Context: an optimization exercise on an open-source flow, tuned for small area and a short achievable clock period. The choices shown serve that exercise and are no tape-out recipe. Function was checked by simulation only, so behaviour that the tests miss may differ from the original.

Design multiplier_comb_reg, start of the top module:
module multiplier_comb_reg (
    input  logic        CLK_i,
    input  logic [31:0] DIN1_i,
    input  logic [31:0] DIN2_i,
    output logic [63:0] DOUT_o
);
    logic [31:0] din1_q;
    logic [31:0] din2_q;
    logic [63:0] prod;
    always_ff @(posedge CLK_i) begin
        din1_q <= DIN1_i;
        din2_q <= DIN2_i;
        DOUT_o <= prod;
    end
    multiplier_comb u_mult (
        .DIN1_i ( din1_q ),
        .DIN2_i ( din2_q ),
        .DOUT_o ( prod   )
    );
endmodule
Size: ~130 flip-flops, about 130 I/O pins, ~22,000 sq um of cells after synthesis.
export LEC_CHECK = 0
export CAP_MARGIN = 20
export CORE_MARGIN = 2
export CORE_UTILIZATION = 60
export SLEW_MARGIN = 20
export SYNTH_HIERARCHICAL = 1
create_clock -name core_clock -period 44.0 [get_ports {CLK_i}]
standard.sh (not shown) runs the stock make flow with config.mk's settings and CLKGATE_MAP_FILE= SYNTH_SCRIPT=/design/flow/synth_recipe.tcl, a recipe that flattens the netlist after the stock synthesis.
==> flow/flow/run.sh <==
#!/bin/bash
# Own layout flow: the standard ORFS flow (standard.sh: the standard
# synthesis, floorplan, power grid, placement, CTS and routing) with two changes:
#  1. between synthesis and floorplan, flow/post_synth.py re-sizes cells in the
#     synthesized netlist (drive strengths only; cell functions and flip-flop
#     cell types and names are kept);
#  2. the port buffers that buffer_ports inserts are plain buf_1 cells rather
#     than the clock-delay cells it picks by default.
set -euo pipefail
R=orfs/results/sky130hd/multiplier_comb_reg/base
bash standard.sh synth > synth.log 2>&1
cp $R/1_2_yosys.v synth_netlist_orig.v
python3 flow/post_synth.py $R/1_2_yosys.v > post_synth.log 2>&1
diff synth_netlist_orig.v $R/1_2_yosys.v > post_synth.diff || true
touch $R/1_2_yosys.v
bash standard.sh "BUFFER_PORTS_ARGS=-buffer_cell sky130_fd_sc_hd__buf_1" finish > layout.log 2>&1
==> flow/flow/post_synth.py <==
#!/usr/bin/env python3
"""Re-size cells in the standard synthesis netlist before the layout.

- Combinational cells that ABC's speed script up-sized go back to their
  smallest drive strength (the problem's period puts no pressure on them);
  repair_design later re-sizes any that need it for slew or capacitance.
- The operand flip-flops, which drive many partial-product gates each, get
  drive strength 2 (same cell type, dfxtp), so repair_design does not have to
  add a buffer after each of them.
Usage: post_synth.py NETLIST (edited in place)."""
import re, sys

path = sys.argv[1]
txt = open(path).read()
small = ("a21oi a21boi a22oi a211oi o211ai o21ai nor2b nand2b nor2 nand2 nor3 nand3 "
         "xor2 xnor2 o22ai a21o o21a or2 and2").split()
n1 = 0
def down(m):
    global n1
    n1 += 1
    return f"sky130_fd_sc_hd__{m.group(1)}_1 "
txt = re.sub(r"\bsky130_fd_sc_hd__(" + "|".join(small) + r")_(2|4|8) ", down, txt)
n2 = 0
def ff(m):
    global n2
    n2 += 1
    return "sky130_fd_sc_hd__dfxtp_2 " + m.group(1)
txt = re.sub(r"\bsky130_fd_sc_hd__dfxtp_1 (\\din[12]_q\[\d+\]\$_DFF_P_ )", ff, txt)
open(path, "w").write(txt)
print(f"post_synth: {n1} cells down-sized, {n2} operand flip-flops set to dfxtp_2")
The starting point produced a clean layout.
Next try:
==> flow/flow/run.sh (replaced) <==
#!/bin/bash
# Own layout flow: the standard ORFS flow (standard.sh: the standard
# synthesis, floorplan, power grid, placement, CTS and routing) with two changes:
#  1. after synthesis, combinational cells that ABC's speed script up-sized
#     (the design has no timing pressure at the design's period) go back to
#     their smallest drive strength; repair_design re-sizes any that need it.
#     Flip-flops are left exactly as synthesis made them.
#  2. the port buffers that buffer_ports inserts are plain buf_1 cells rather
#     than the clock-delay cells it picks by default.
set -euo pipefail
R=orfs/results/sky130hd/multiplier_comb_reg/base
bash standard.sh synth > synth.log 2>&1
cp $R/1_2_yosys.v synth_netlist_orig.v
sed -E -i \
  -e 's/\bsky130_fd_sc_hd__(a21oi|a21boi|a22oi|a211oi|o211ai|o21ai|nor2b|nand2b|nor2|nand2|nor3|nand3|inv|xor2|xnor2|o22ai|a21o|o21a|or2|and2)_(2|4|8)\b/sky130_fd_sc_hd__\1_1/g' \
  $R/1_2_yosys.v
diff synth_netlist_orig.v $R/1_2_yosys.v > downsize.diff || true
touch $R/1_2_yosys.v
bash standard.sh "BUFFER_PORTS_ARGS=-buffer_cell sky130_fd_sc_hd__buf_1" finish > layout.log 2>&1
--- a/flow/config.mk
+++ b/flow/config.mk
@@ -8,5 +8,5 @@
 export CAP_MARGIN = 20
 export CORE_MARGIN = 2
-export CORE_UTILIZATION = 60
+export CORE_UTILIZATION = 40
 export SLEW_MARGIN = 20
 export SYNTH_HIERARCHICAL = 1
removed: flow/flow/post_synth.py
- routed wire length is about the same
- cell area rose by 2.6%
- global-route usage fell by 13 points
- via count fell by about 2%
- worst setup slack gets worse by 34 ps
- non-clock buffer count rose by 42
- clock skew rose by 4.9 ps
- fmax fell by about 0.35%
Next try:
==> flow/flow/run.sh (replaced) <==
#!/bin/bash
# Own layout flow: the standard ORFS flow (standard.sh: the standard
# synthesis, floorplan, power grid, placement, CTS and routing) with two changes:
#  1. between synthesis and floorplan, flow/post_synth.py re-sizes cells in the
#     synthesized netlist (drive strengths only; cell functions and flip-flop
#     cell types and names are kept);
#  2. the port buffers that buffer_ports inserts are plain buf_1 cells rather
#     than the clock-delay cells it picks by default.
set -euo pipefail
R=orfs/results/sky130hd/multiplier_comb_reg/base
bash standard.sh synth > synth.log 2>&1
cp $R/1_2_yosys.v synth_netlist_orig.v
python3 flow/post_synth.py $R/1_2_yosys.v > post_synth.log 2>&1
diff synth_netlist_orig.v $R/1_2_yosys.v > post_synth.diff || true
touch $R/1_2_yosys.v
bash standard.sh "BUFFER_PORTS_ARGS=-buffer_cell sky130_fd_sc_hd__buf_1" finish > layout.log 2>&1
==> flow/flow/post_synth.py (new file) <==
#!/usr/bin/env python3
"""Re-size cells in the standard synthesis netlist before the layout.

- Combinational cells that ABC's speed script up-sized go back to their
  smallest drive strength (the problem's period puts no pressure on them);
  repair_design later re-sizes any that need it for slew or capacitance.
- The operand flip-flops, which drive many partial-product gates each, get
  drive strength 2 (same cell type, dfxtp), so repair_design does not have to
  add a buffer after each of them.
Usage: post_synth.py NETLIST (edited in place)."""
import re, sys

path = sys.argv[1]
txt = open(path).read()
small = ("a21oi a21boi a22oi a211oi o211ai o21ai nor2b nand2b nor2 nand2 nor3 nand3 "
         "xor2 xnor2 o22ai a21o o21a or2 and2").split()
n1 = 0
def down(m):
    global n1
    n1 += 1
    return f"sky130_fd_sc_hd__{m.group(1)}_1 "
txt = re.sub(r"\bsky130_fd_sc_hd__(" + "|".join(small) + r")_(2|4|8) ", down, txt)
n2 = 0
def ff(m):
    global n2
    n2 += 1
    return "sky130_fd_sc_hd__dfxtp_2 " + m.group(1)
txt = re.sub(r"\bsky130_fd_sc_hd__dfxtp_1 (\\din[12]_q\[\d+\]\$_DFF_P_ )", ff, txt)
open(path, "w").write(txt)
print(f"post_synth: {n1} cells down-sized, {n2} operand flip-flops set to dfxtp_2")
Utilization shrinks by 0.46 points. First-iteration DRC count is about the same. Die area grows slightly. Synthesized cell count does not change. Count of clock-buffer cells in the layout does not change. Area after synthesis grows slightly. Critical path depth is unchanged.
Next try:
==> flow/flow/run.sh (replaced) <==
#!/bin/bash
# Own layout flow: the standard ORFS flow (standard.sh: the standard
# synthesis, floorplan, power grid, placement, CTS and routing) with two changes:
#  1. after synthesis, combinational cells that ABC's speed script up-sized
#     (the design has no timing pressure at the design's period) go back to
#     their smallest drive strength; repair_design re-sizes any that need it.
#     Flip-flops are left exactly as synthesis made them.
#  2. the port buffers that buffer_ports inserts are plain buf_1 cells rather
#     than the clock-delay cells it picks by default.
set -euo pipefail
R=orfs/results/sky130hd/multiplier_comb_reg/base
bash standard.sh synth > synth.log 2>&1
cp $R/1_2_yosys.v synth_netlist_orig.v
sed -E -i \
  -e 's/\bsky130_fd_sc_hd__(a21oi|a21boi|a22oi|a211oi|o211ai|o21ai|nor2b|nand2b|nor2|nand2|nor3|nand3|inv|xor2|xnor2|o22ai|a21o|o21a|or2|and2)_(2|4|8)\b/sky130_fd_sc_hd__\1_1/g' \
  $R/1_2_yosys.v
diff synth_netlist_orig.v $R/1_2_yosys.v > downsize.diff || true
touch $R/1_2_yosys.v
bash standard.sh "BUFFER_PORTS_ARGS=-buffer_cell sky130_fd_sc_hd__buf_1" finish > layout.log 2>&1
--- a/flow/config.mk
+++ b/flow/config.mk
@@ -9,4 +9,6 @@
 export CORE_MARGIN = 2
 export CORE_UTILIZATION = 40
+export CTS_BUF_LIST = sky130_fd_sc_hd__clkbuf_8
+export CTS_CLUSTER_SIZE = 16
 export SLEW_MARGIN = 20
 export SYNTH_HIERARCHICAL = 1
removed: flow/flow/post_synth.py
The new run went through all stages and came out clean.
Non-clock buffer count climbs by 44.
Synthesized area drops by about 0.36%.
Routed wire length is about the same.
Synthesized cell count does not change.
Clock skew climbs by 9.8 ps.
Final area is about the same.

[afterwards: timing with drivers on the ports]
No port has a modelled driver above. Below, the same layouts with a new extraction and two added sets of constraints. Step 1 sets driving cells, clkbuf_16 on the clock port and buf_2 on the other inputs (assumed; they add their load-dependent delay and slew). Step 2 also shifts input and output timing later by t, the mid clock arrival at the registers, as if the neighbouring blocks saw the same clock. Three values: ideal ports, drivers, drivers and shift; two values: the first two.
run	shift t [ns]	slack for setup (ns)	worst setup path after step 2	worst slew at a driven data input, ns
the first run	0.526	34.260 / 34.206 / 34.732	register to output	0.04
the second run	0.540	34.226 / 34.167 / 34.707	register to output	0.04
the third run	0.544	34.246 / 34.183 / 34.726	register to output	0.04
the fourth run	0.624	34.131 / 34.078 / 34.702	register to output	0.04
After both steps every run listed still meets setup and hold.
